From an optimization exercise on the open Yosys and OpenROAD flow, aimed at small area, a short achievable clock period and few clock cycles; shortcuts taken in it are not production practice.
The RTL was checked by simulation tests, not by an equivalence proof against the original design.
Power is estimated from default activity; no workload was simulated.

## cordic
module cordic (
    input  wire        clk,
    input  wire        rst_n,
    input  wire        start,
    input  wire [15:0] x_in,
    input  wire [15:0] y_in,
    input  wire [15:0] z_in,
    output reg         done,
    output wire [15:0] x_out,
    output wire [15:0] y_out,
    output wire [15:0] z_out
);
    reg [15:0] x, y, z;
    reg        busy;
    reg [3:0]  ia, ib;
    wire [3:0] i_x = ia;
    wire [3:0] i_y = ~ib;
    wire [3:0] i_z = ia;
    function [15:0] add16;
        input [15:0] a, b;
        input ci;
        reg [15:0] p, g, pp, gg;
        begin
            p = a ^ b;
            g = a & b;
            gg = g; pp = p;
            gg[0] = g[0] | (p[0] & ci);
            gg[15] = gg[15] | (pp[15] & gg[14]); pp[15] = pp[15] & pp[14];
            gg[13] = gg[13] | (pp[13] & gg[12]); pp[13] = pp[13] & pp[12];
            gg[11] = gg[11] | (pp[11] & gg[10]); pp[11] = pp[11] & pp[10];
            gg[9] = gg[9] | (pp[9] & gg[8]); pp[9] = pp[9] & pp[8];
            gg[7] = gg[7] | (pp[7] & gg[6]); pp[7] = pp[7] & pp[6];
            gg[5] = gg[5] | (pp[5] & gg[4]); pp[5] = pp[5] & pp[4];
            gg[3] = gg[3] | (pp[3] & gg[2]); pp[3] = pp[3] & pp[2];
            gg[1] = gg[1] | (pp[1] & gg[0]); pp[1] = pp[1] & pp[0];
            gg[15] = gg[15] | (pp[15] & gg[13]); pp[15] = pp[15] & pp[13];
            gg[14] = gg[14] | (pp[14] & gg[13]); pp[14] = pp[14] & pp[13];
            gg[11] = gg[11] | (pp[11] & gg[9]); pp[11] = pp[11] & pp[9];
            gg[10] = gg[10] | (pp[10] & gg[9]); pp[10] = pp[10] & pp[9];
            gg[7] = gg[7] | (pp[7] & gg[5]); pp[7] = pp[7] & pp[5];
            gg[6] = gg[6] | (pp[6] & gg[5]); pp[6] = pp[6] & pp[5];
            gg[3] = gg[3] | (pp[3] & gg[1]); pp[3] = pp[3] & pp[1];
            gg[2] = gg[2] | (pp[2] & gg[1]); pp[2] = pp[2] & pp[1];
            gg[15] = gg[15] | (pp[15] & gg[11]); pp[15] = pp[15] & pp[11];
  ...
clock: 10.0 ns
lec_check: 0
cap_margin: 20
core_margin: 2
core_utilization: 40
cts_buf_list: sky130_fd_sc_hd__clkbuf_4 sky130_fd_sc_hd__clkbuf_8
cts_cluster_diameter: 100
cts_cluster_size: 30
slew_margin: 20
standard.sh (not shown) runs the stock make flow with config.mk's settings and CLKGATE_MAP_FILE= SYNTH_SCRIPT=/design/flow/synth_recipe.tcl, a recipe that flattens the netlist after the stock synthesis.
==> flow/flow/run.sh <==
#!/bin/bash
# The standard layout with these changes:
# - synthesis is the standard script, with ABC's mapping script replaced by
#   flow/abc_map.script and without the step that maps adders to full- and
#   half-adder cells, so ABC maps the adders' logic itself (the registers are
#   mapped before ABC runs and are the standard synthesis's);
# - the port buffers are made from the smallest buffer cell;
# - timing repair aims at a setup slack of 6 ns.
set -euo pipefail
here=$(pwd)
{
  head -n 1 synth_recipe.tcl
  echo "proc abc {args} { set i [lsearch \$args -script]; lset args [expr {\$i + 1}] $here/flow/abc_map.script; yosys abc {*}\$args }"
  tail -n +2 synth_recipe.tcl
} > flow_synth.tcl
export BUFFER_PORTS_ARGS="-buffer_cell sky130_fd_sc_hd__buf_1"
bash standard.sh SYNTH_SCRIPT="$here/flow_synth.tcl" ADDER_MAP_FILE= SETUP_SLACK_MARGIN=6 finish > standard.log 2>&1
==> flow/flow/abc_map.script <==
strash
dch
map -a
topo
buffer -c
upsize -c
dnsize -c
The baseline finished clean.
Testbench counts at the start, summed over its fixed seeds: cycles 12,488.
Then changed:
==> flow/flow/run.sh (replaced) <==
#!/bin/bash
# The standard layout with three changes:
# - synthesis is the standard script, with ABC's mapping script replaced by
#   flow/abc_map.script (the registers are mapped before ABC runs, so they
#   are the standard synthesis's);
# - the port buffers are made from the smallest buffer cell;
# - timing repair aims at a setup slack of 6.5 ns.
set -euo pipefail
here=$(pwd)
{
  head -n 1 synth_recipe.tcl
  echo "proc abc {args} { set i [lsearch \$args -script]; lset args [expr {\$i + 1}] $here/flow/abc_map.script; yosys abc {*}\$args }"
  tail -n +2 synth_recipe.tcl
} > flow_synth.tcl
export BUFFER_PORTS_ARGS="-buffer_cell sky130_fd_sc_hd__buf_1"
bash standard.sh SYNTH_SCRIPT="$here/flow_synth.tcl" SETUP_SLACK_MARGIN=6.5 finish > standard.log 2>&1
Cell area went up by 3.5%.
Hold slack got worse by 33 ps.
Routed wire length went up by 2.5%.
Power went up by 16%.
Sequential share of layout area went down by 0.29 points.
Global-route usage went up by 0.86 points.
Non-clock buffer count went up by 26.
Combinational power went up by 21%.
Then changed:
==> flow/flow/run.sh (replaced) <==
#!/bin/bash
# Standard layout, with the port buffers made from the smallest buffer cell
# and timing repair aimed at a setup slack of 6 ns.
set -euo pipefail
export BUFFER_PORTS_ARGS="-buffer_cell sky130_fd_sc_hd__buf_1"
bash standard.sh SETUP_SLACK_MARGIN=6 finish > standard.log 2>&1
--- a/flow/config.mk
+++ b/flow/config.mk
@@ -11 +11 @@
-export CTS_BUF_LIST = sky130_fd_sc_hd__clkbuf_4 sky130_fd_sc_hd__clkbuf_8
+export CTS_BUF_LIST = sky130_fd_sc_hd__clkbuf_4
removed: flow/flow/abc_map.script
Effect: The changed run completed without violations; non-clock buffer count went down by 21; wire length went down slightly; final cell count went down by a little under a tenth; die area went up by a little under a tenth; power went down by roughly a tenth; global-route usage went down by 2.0 points; design area hardly moves; sequential power went up by roughly a tenth; clock power went down by a quarter to a third.
Then changed:
==> flow/flow/run.sh (replaced) <==
#!/bin/bash
# Standard layout, with the port buffers made from the smallest buffer cell
# and timing repair aimed at a setup slack of 6.5 ns.
set -euo pipefail
export BUFFER_PORTS_ARGS="-buffer_cell sky130_fd_sc_hd__buf_1"
bash standard.sh SETUP_SLACK_MARGIN=6.5 finish > standard.log 2>&1
--- a/flow/config.mk
+++ b/flow/config.mk
@@ -11,3 +10,0 @@
-export CTS_BUF_LIST = sky130_fd_sc_hd__clkbuf_4
-export CTS_CLUSTER_DIAMETER = 100
-export CTS_CLUSTER_SIZE = 30
Result:
- The changed run ran to the end with no violations
- die area stays the same
- first-iteration DRC count came out lower by 37%
- wire length is higher by 8.3%
- area after synthesis is unchanged
Then changed:
==> flow/flow/run.sh (replaced) <==
#!/bin/bash
# Standard layout, with the port buffers made from the smallest buffer cell
# and timing repair aimed at a setup slack of 6 ns.
set -euo pipefail
export BUFFER_PORTS_ARGS="-buffer_cell sky130_fd_sc_hd__buf_1"
bash standard.sh SETUP_SLACK_MARGIN=6 finish > standard.log 2>&1
--- a/flow/config.mk
+++ b/flow/config.mk
@@ -7,0 +8 @@
+export ABC_AREA = 1
@@ -10,0 +12,3 @@
+export CTS_BUF_LIST = sky130_fd_sc_hd__clkbuf_4
+export CTS_CLUSTER_DIAMETER = 100
+export CTS_CLUSTER_SIZE = 30
The changed run finished with timing, DRC and antenna clean.
Core utilization shrinks by 6.0 points.
Design area drops by 12%.
Total power went down by 19%.
Setup slack loses 150 ps.
Synthesized cell count goes up by 42%.
Wire length came out higher by 1.6%.

* * *

Setup of build 53:
The RTL this note starts from:
==> flow/design.v <==
module cordic (
    input  wire        clk,
    input  wire        rst_n,
    input  wire        start,
    input  wire [15:0] x_in,
    input  wire [15:0] y_in,
    input  wire [15:0] z_in,
    output reg         done,
    output wire [15:0] x_out,
    output wire [15:0] y_out,
    output wire [15:0] z_out
);
    reg [15:0] x, y, z;
    reg        busy;
    reg [3:0]  ia, ib;
    wire [3:0] i_x = ia;
    wire [3:0] i_y = ~ib;
    wire [3:0] i_z = ia;
    function [15:0] add16;
        input [15:0] a, b;
        input ci;
        reg [15:0] p, g, pp, gg;
        begin
            p = a ^ b;
            g = a & b;
            gg = g; pp = p;
            gg[0] = g[0] | (p[0] & ci);
            gg[15] = gg[15] | (pp[15] & gg[14]); pp[15] = pp[15] & pp[14];
            gg[13] = gg[13] | (pp[13] & gg[12]); pp[13] = pp[13] & pp[12];
            gg[11] = gg[11] | (pp[11] & gg[10]); pp[11] = pp[11] & pp[10];
            gg[9] = gg[9] | (pp[9] & gg[8]); pp[9] = pp[9] & pp[8];
            gg[7] = gg[7] | (pp[7] & gg[6]); pp[7] = pp[7] & pp[6];
            gg[5] = gg[5] | (pp[5] & gg[4]); pp[5] = pp[5] & pp[4];
            gg[3] = gg[3] | (pp[3] & gg[2]); pp[3] = pp[3] & pp[2];
            gg[1] = gg[1] | (pp[1] & gg[0]); pp[1] = pp[1] & pp[0];
            gg[15] = gg[15] | (pp[15] & gg[13]); pp[15] = pp[15] & pp[13];
            gg[14] = gg[14] | (pp[14] & gg[13]); pp[14] = pp[14] & pp[13];
            gg[11] = gg[11] | (pp[11] & gg[9]); pp[11] = pp[11] & pp[9];
            gg[10] = gg[10] | (pp[10] & gg[9]); pp[10] = pp[10] & pp[9];
            gg[7] = gg[7] | (pp[7] & gg[5]); pp[7] = pp[7] & pp[5];
            gg[6] = gg[6] | (pp[6] & gg[5]); pp[6] = pp[6] & pp[5];
            gg[3] = gg[3] | (pp[3] & gg[1]); pp[3] = pp[3] & pp[1];
            gg[2] = gg[2] | (pp[2] & gg[1]); pp[2] = pp[2] & pp[1];
            gg[15] = gg[15] | (pp[15] & gg[11]); pp[15] = pp[15] & pp[11];
            gg[14] = gg[14] | (pp[14] & gg[11]); pp[14] = pp[14] & pp[11];
            gg[13] = gg[13] | (pp[13] & gg[11]); pp[13] = pp[13] & pp[11];
            gg[12] = gg[12] | (pp[12] & gg[11]); pp[12] = pp[12] & pp[11];
            gg[7] = gg[7] | (pp[7] & gg[3]); pp[7] = pp[7] & pp[3];
            gg[6] = gg[6] | (pp[6] & gg[3]); pp[6] = pp[6] & pp[3];
            gg[5] = gg[5] | (pp[5] & gg[3]); pp[5] = pp[5] & pp[3];
            gg[4] = gg[4] | (pp[4] & gg[3]); pp[4] = pp[4] & pp[3];
            gg[15] = gg[15] | (pp[15] & gg[7]); pp[15] = pp[15] & pp[7];
            gg[14] = gg[14] | (pp[14] & gg[7]); pp[14] = pp[14] & pp[7];
            gg[13] = gg[13] | (pp[13] & gg[7]); pp[13] = pp[13] & pp[7];
            gg[12] = gg[12] | (pp[12] & gg[7]); pp[12] = pp[12] & pp[7];
            gg[11] = gg[11] | (pp[11] & gg[7]); pp[11] = pp[11] & pp[7];
            gg[10] = gg[10] | (pp[10] & gg[7]); pp[10] = pp[10] & pp[7];
            gg[9] = gg[9] | (pp[9] & gg[7]); pp[9] = pp[9] & pp[7];
            gg[8] = gg[8] | (pp[8] & gg[7]); pp[8] = pp[8] & pp[7];
            add16 = p ^ {gg[14:0], ci};
        end
    endfunction
    function [15:0] zadd;
        input [3:0] i;
        input neg;
        begin
            case ({neg, i})
                {1'b0, 4'd0}: zadd = 16'he000;   
                {1'b1, 4'd0}: zadd = 16'h2000;   
                {1'b0, 4'd1}: zadd = 16'hed1c;   
                {1'b1, 4'd1}: zadd = 16'h12e4;   
                {1'b0, 4'd2}: zadd = 16'hf605;   
                {1'b1, 4'd2}: zadd = 16'h09fb;   
                {1'b0, 4'd3}: zadd = 16'hfaef;   
                {1'b1, 4'd3}: zadd = 16'h0511;   
                {1'b0, 4'd4}: zadd = 16'hfd75;   
                {1'b1, 4'd4}: zadd = 16'h028b;   
                {1'b0, 4'd5}: zadd = 16'hfeba;   
                {1'b1, 4'd5}: zadd = 16'h0146;   
                {1'b0, 4'd6}: zadd = 16'hff5d;   
                {1'b1, 4'd6}: zadd = 16'h00a3;   
                {1'b0, 4'd7}: zadd = 16'hffaf;   
                {1'b1, 4'd7}: zadd = 16'h0051;   
                {1'b0, 4'd8}: zadd = 16'hffd7;   
                {1'b1, 4'd8}: zadd = 16'h0029;   
                {1'b0, 4'd9}: zadd = 16'hffec;   
                {1'b1, 4'd9}: zadd = 16'h0014;   
                {1'b0, 4'd10}: zadd = 16'hfff6;   
                {1'b1, 4'd10}: zadd = 16'h000a;   
                {1'b0, 4'd11}: zadd = 16'hfffb;   
                {1'b1, 4'd11}: zadd = 16'h0005;   
                default: zadd = 16'h0000;
            endcase
        end
    endfunction
    function signed [15:0] shr;
        input signed [15:0] v;
        input [3:0] s;
        begin
            shr = v >>> s;
        end
    endfunction
    wire        neg = z[15];
    wire [15:0] xs  = shr(x, i_x);
    wire [15:0] ys  = shr(y, i_y);
    wire [15:0] xn  = add16(x, neg ? ys : ~ys, ~neg);
    wire [15:0] yn  = add16(y, neg ? ~xs : xs, neg);
    wire [15:0] zn  = add16(z, zadd(i_z, neg), 1'b0);
    always @(posedge clk) begin
        if (start) begin
            x <= x_in;
            y <= y_in;
            z <= z_in;
        end else begin
            x <= xn;
            y <= yn;
            z <= zn;
        end
    end
    always @(posedge clk) begin
        if (start) begin
            ia <= 4'd0;
            ib <= 4'd15;
        end else begin
            ia <= ia + 4'd1;
            ib <= ib - 4'd1;
        end
    end
    wire last = ia == 4'd11;
    always @(posedge clk or negedge rst_n) begin
        if (!rst_n) begin
            busy <= 1'b0;
            done <= 1'b0;
        end else begin
            done <= busy && last;
            if (start)     busy <= 1'b1;
            else if (last) busy <= 1'b0;
        end
    end
    assign x_out = x;
    assign y_out = y;
    assign z_out = z;
endmodule
clock: 10.0 ns
lec_check: 0
cap_margin: 20
core_margin: 2
core_utilization: 40
cts_buf_list: sky130_fd_sc_hd__clkbuf_4 sky130_fd_sc_hd__clkbuf_8
cts_cluster_diameter: 100
cts_cluster_size: 30
slew_margin: 20
==> flow/flow/run.sh <==
#!/bin/bash
# The standard layout with these changes:
# - synthesis is the standard script, with ABC's mapping script replaced by
#   flow/abc_map.script and without the step that maps adders to full- and
#   half-adder cells, so ABC maps the adders' logic itself (the registers are
#   mapped before ABC runs and are the standard synthesis's);
# - the port buffers are made from the smallest buffer cell;
# - timing repair aims at a setup slack of 6.5 ns.
set -euo pipefail
here=$(pwd)
{
  head -n 1 synth_recipe.tcl
  echo "proc abc {args} { set i [lsearch \$args -script]; lset args [expr {\$i + 1}] $here/flow/abc_map.script; yosys abc {*}\$args }"
  tail -n +2 synth_recipe.tcl
} > flow_synth.tcl
export BUFFER_PORTS_ARGS="-buffer_cell sky130_fd_sc_hd__buf_1"
bash standard.sh SYNTH_SCRIPT="$here/flow_synth.tcl" ADDER_MAP_FILE= SETUP_SLACK_MARGIN=6.5 finish > standard.log 2>&1
==> flow/flow/abc_map.script <==
strash
dch
map -a
topo
buffer -c
upsize -c
dnsize -c
Testbench counts of build 53, summed over its fixed seeds: cycles 12,488.
The inputs of build 5 differ from those of build 53 as listed below.
- changing CTS_BUF_LIST from sky130_fd_sc_hd__clkbuf_4 sky130_fd_sc_hd__clkbuf_8 to sky130_fd_sc_hd__clkbuf_4
- setting ABC_AREA to 1 for the first time
- setting PLACE_DENSITY to 0.8 for the first time
==> flow/flow/run.sh <==
#!/bin/bash
# Standard layout, with the port buffers made from the smallest buffer cell
# and timing repair aimed at a setup slack of 6 ns.
set -euo pipefail
export BUFFER_PORTS_ARGS="-buffer_cell sky130_fd_sc_hd__buf_1"
bash standard.sh SETUP_SLACK_MARGIN=6 finish > standard.log 2>&1
removed: flow/flow/abc_map.script
Changes observed in build 5 relative to build 53: number of placement rows has increased; global router's overall resource usage has remained practically unchanged; design area has increased. Against build 53, build 5 comes in 0.0054 ns lower on final worst clock skew. There was hardly any difference in total chip power between build 53 and build 5. Net switching power figure (build 5 vs. build 53) increases slightly. Compared with build 53, sequential cell area in the final layout in build 5 decreased slightly. Going from build 53 to build 5, total number of nets in the final design rose by 9.9%; register-to-register slack -0.46 ns.
What build 59 does differently from build 5 at the input level:
- ABC_AREA: 1 -> unset
- CTS_BUF_LIST: sky130_fd_sc_hd__clkbuf_4 -> sky130_fd_sc_hd__clkbuf_4 sky130_fd_sc_hd__clkbuf_8
- PLACE_DENSITY: 0.8 -> 0.7
==> flow/flow/run.sh <==
#!/bin/bash
# The standard layout with these changes:
# - synthesis is the standard script, with ABC's mapping script replaced by
#   flow/abc_map.script and without the step that maps adders to full- and
#   half-adder cells, so ABC maps the adders' logic itself (the registers are
#   mapped before ABC runs and are the standard synthesis's);
# - the port buffers are made from the smallest buffer cell;
# - timing repair aims at a setup slack of 6.5 ns;
# - clock tree synthesis adds no dummy loads.
set -euo pipefail
here=$(pwd)
{
  head -n 1 synth_recipe.tcl
  echo "proc abc {args} { set i [lsearch \$args -script]; lset args [expr {\$i + 1}] $here/flow/abc_map.script; yosys abc {*}\$args }"
  tail -n +2 synth_recipe.tcl
} > flow_synth.tcl
export BUFFER_PORTS_ARGS="-buffer_cell sky130_fd_sc_hd__buf_1"
cts_args="-sink_clustering_enable -repair_clock_nets -sink_clustering_size 30 -sink_clustering_max_diameter 100 -buf_list {sky130_fd_sc_hd__clkbuf_4 sky130_fd_sc_hd__clkbuf_8} -dont_use_dummy_load"
bash standard.sh CTS_ARGS="$cts_args" SYNTH_SCRIPT="$here/flow_synth.tcl" ADDER_MAP_FILE= SETUP_SLACK_MARGIN=6.5 finish > standard.log 2>&1
==> flow/flow/abc_map.script (new file) <==
strash
balance
rewrite
refactor
balance
rewrite
rewrite -z
balance
refactor -z
rewrite -z
balance
dch
map -a
topo
buffer -c
upsize -c
dnsize -c
The final layout from build 59, which completed every stage, passed the timing, DRC and antenna checks at the end of the flow. Compared with build 5, build 59 shows a higher fraction of standard cell area that is sequential. Summary of build 59 over build 5: multi-input combinational cell count dropped about 9%; core footprint dropped 9.6%. Build 59 does better than build 5 on post-layout instance area. Build 59 vs build 5: ratio of final minimum period to clock period down in build 59. Summary of build 59 over build 5: overall routed net length decreased 4.8%; share of total power in the clock network increased 1.2 points; number of design-rule violations left by the first detailed-router iteration decreased 85; number of instances resized during post-cts repair increased 3. End-of-flow core utilization: build 59 and build 5 compared, lower one is build 5.
Edits applied to the flow inputs when going from build 59 to build 29:
- CTS_CLUSTER_DIAMETER removed (was 100)
- PLACE_DENSITY removed (was 0.7)
- CTS_BUF_LIST removed (was sky130_fd_sc_hd__clkbuf_4 sky130_fd_sc_hd__clkbuf_8)
- CTS_CLUSTER_SIZE removed (was 30)
==> flow/flow/run.sh <==
#!/bin/bash
# Standard layout, with the port buffers made from the smallest buffer cell
# and timing repair aimed at a setup slack of 6 ns.
set -euo pipefail
export BUFFER_PORTS_ARGS="-buffer_cell sky130_fd_sc_hd__buf_1"
bash standard.sh SETUP_SLACK_MARGIN=6 finish > standard.log 2>&1
removed: flow/flow/abc_map.script
- Compared with build 59, placement density in the core of build 29 is higher.
- Total stage count of the critical path, build 29 and build 59, lower one = build 59.
- y[9] as the termination of the worst setup path was reported by build 29, and z_out[15] by build 59.
- Register share of the cell area was lower in build 29 than in build 59.
What build 21 does differently from build 29 at the input level:
- a change of CORE_UTILIZATION from 40 to 60
Notes after the runs:
The cell count in build 21 sits about 5.6% below the value recorded for build 29.
Taking build 29 as the reference point, the global-route wire length before repair of build 21 falls by 1200 microns.
Build 29 -> build 21: full die area decreased by more than a quarter
Build 29 tops out at a higher clock frequency than build 21.
Build 29 → build 21: total routing resource utilization after global routing went up 9.1 points, cell area fell by 240 sq um.
~same footprint of the multi-input gates in build 29 and build 21
Build 21 — routed length on met3 120 microns higher, build 29 as reference
[build 21] met3 usage rose 3.1 points relative to build 29
Input changes introduced in build 84 (baseline for comparison: build 21):
- CORE_UTILIZATION changed from 60 to 40
- ABC_AREA newly set to 1
Build 84 closes out successfully: all stages finished, all timing, DRC and antenna checks passed. The final reports for build 84 and build 21 show sequential share of layout area lower in the former. | via count | build 84 vs build 21 | 968 higher |. Of the two values seen for end point of the critical path, y[9] was produced by build 21 and z[9] by build 84. Clock network area share (build 84 over build 21): increase, 1.7 points. Relative to build 21, build 84 degrades final wirelength. Met1 layer usage reported by global route: build 84 and build 21 compared, higher one is build 21. Build 21 → build 84: number of cells after detailed placement climbed 349, worst hold slack went down by 0.0099 ns.

## separate check: timing with driven ports
No port has a modelled driver above. Below, the same layouts with a new extraction and two added sets of constraints.
Step 1 sets driving cells, clkbuf_16 on the clock port and buf_2 on the other inputs (assumed; they add their load-dependent delay and slew).
Step 2 adds t to the input delays and takes it off the output delays; t is the mean of the earliest and latest rising clock arrival at the registers after step 1. Input paths then give back, and output paths get back, about the clock's delay inside the block.
a / b / c = ideal ports / drivers / drivers and shift; a / b = the first two.
| run | t (ns) | slack for setup (ns) | clock arrival spread, ns | worst slew at a driven data input, ns | cell pins on the clock port's net |
|---|---|---|---|---|---|
| the first run of note 1 | 0.410 | 6.385 / 6.385 / 6.385 | 0.017 / 0.018 | 0.04 | 1 |
| the second run of note 1 | 0.408 | 6.581 / 6.581 / 6.464 | 0.017 / 0.017 | 0.04 | 1 |
| the third run of note 1 | 0.478 | 6.269 / 6.269 / 6.269 | 0.012 / 0.012 | 0.04 | 1 |
| the fourth run of note 1 | 0.387 | 6.471 / 6.471 / 6.387 | 0.005 / 0.005 | 0.04 | 1 |
| the fifth run of note 1 | 0.485 | 6.324 / 6.324 / 6.324 | 0.017 / 0.017 | 0.03 | 1 |
| build 53 | 0.411 | 6.708 / 6.672 / 6.656 | 0.018 / 0.019 | 0.04 | 1 |
| build 5 | 0.489 | 6.394 / 6.394 / 5.993 | 0.014 / 0.014 | 0.04 | 1 |
| build 59 | 0.402 | 6.718 / 6.683 / 6.637 | 0.016 / 0.016 | 0.04 | 1 |
| build 29 | 0.385 | 6.287 / 6.287 / 6.287 | 0.004 / 0.004 | 0.04 | 1 |
| build 21 | 0.409 | 6.184 / 6.184 / 6.184 | 0.007 / 0.007 | 0.04 | 1 |
| build 84 | 0.375 | 6.331 / 6.331 / 6.331 | 0.006 / 0.006 | 0.03 | 1 |
After both steps every run listed still meets setup and hold. The setup slack of build 5, which loses most, moves by 0.000 ns with the drivers and by -0.401 ns with both steps.
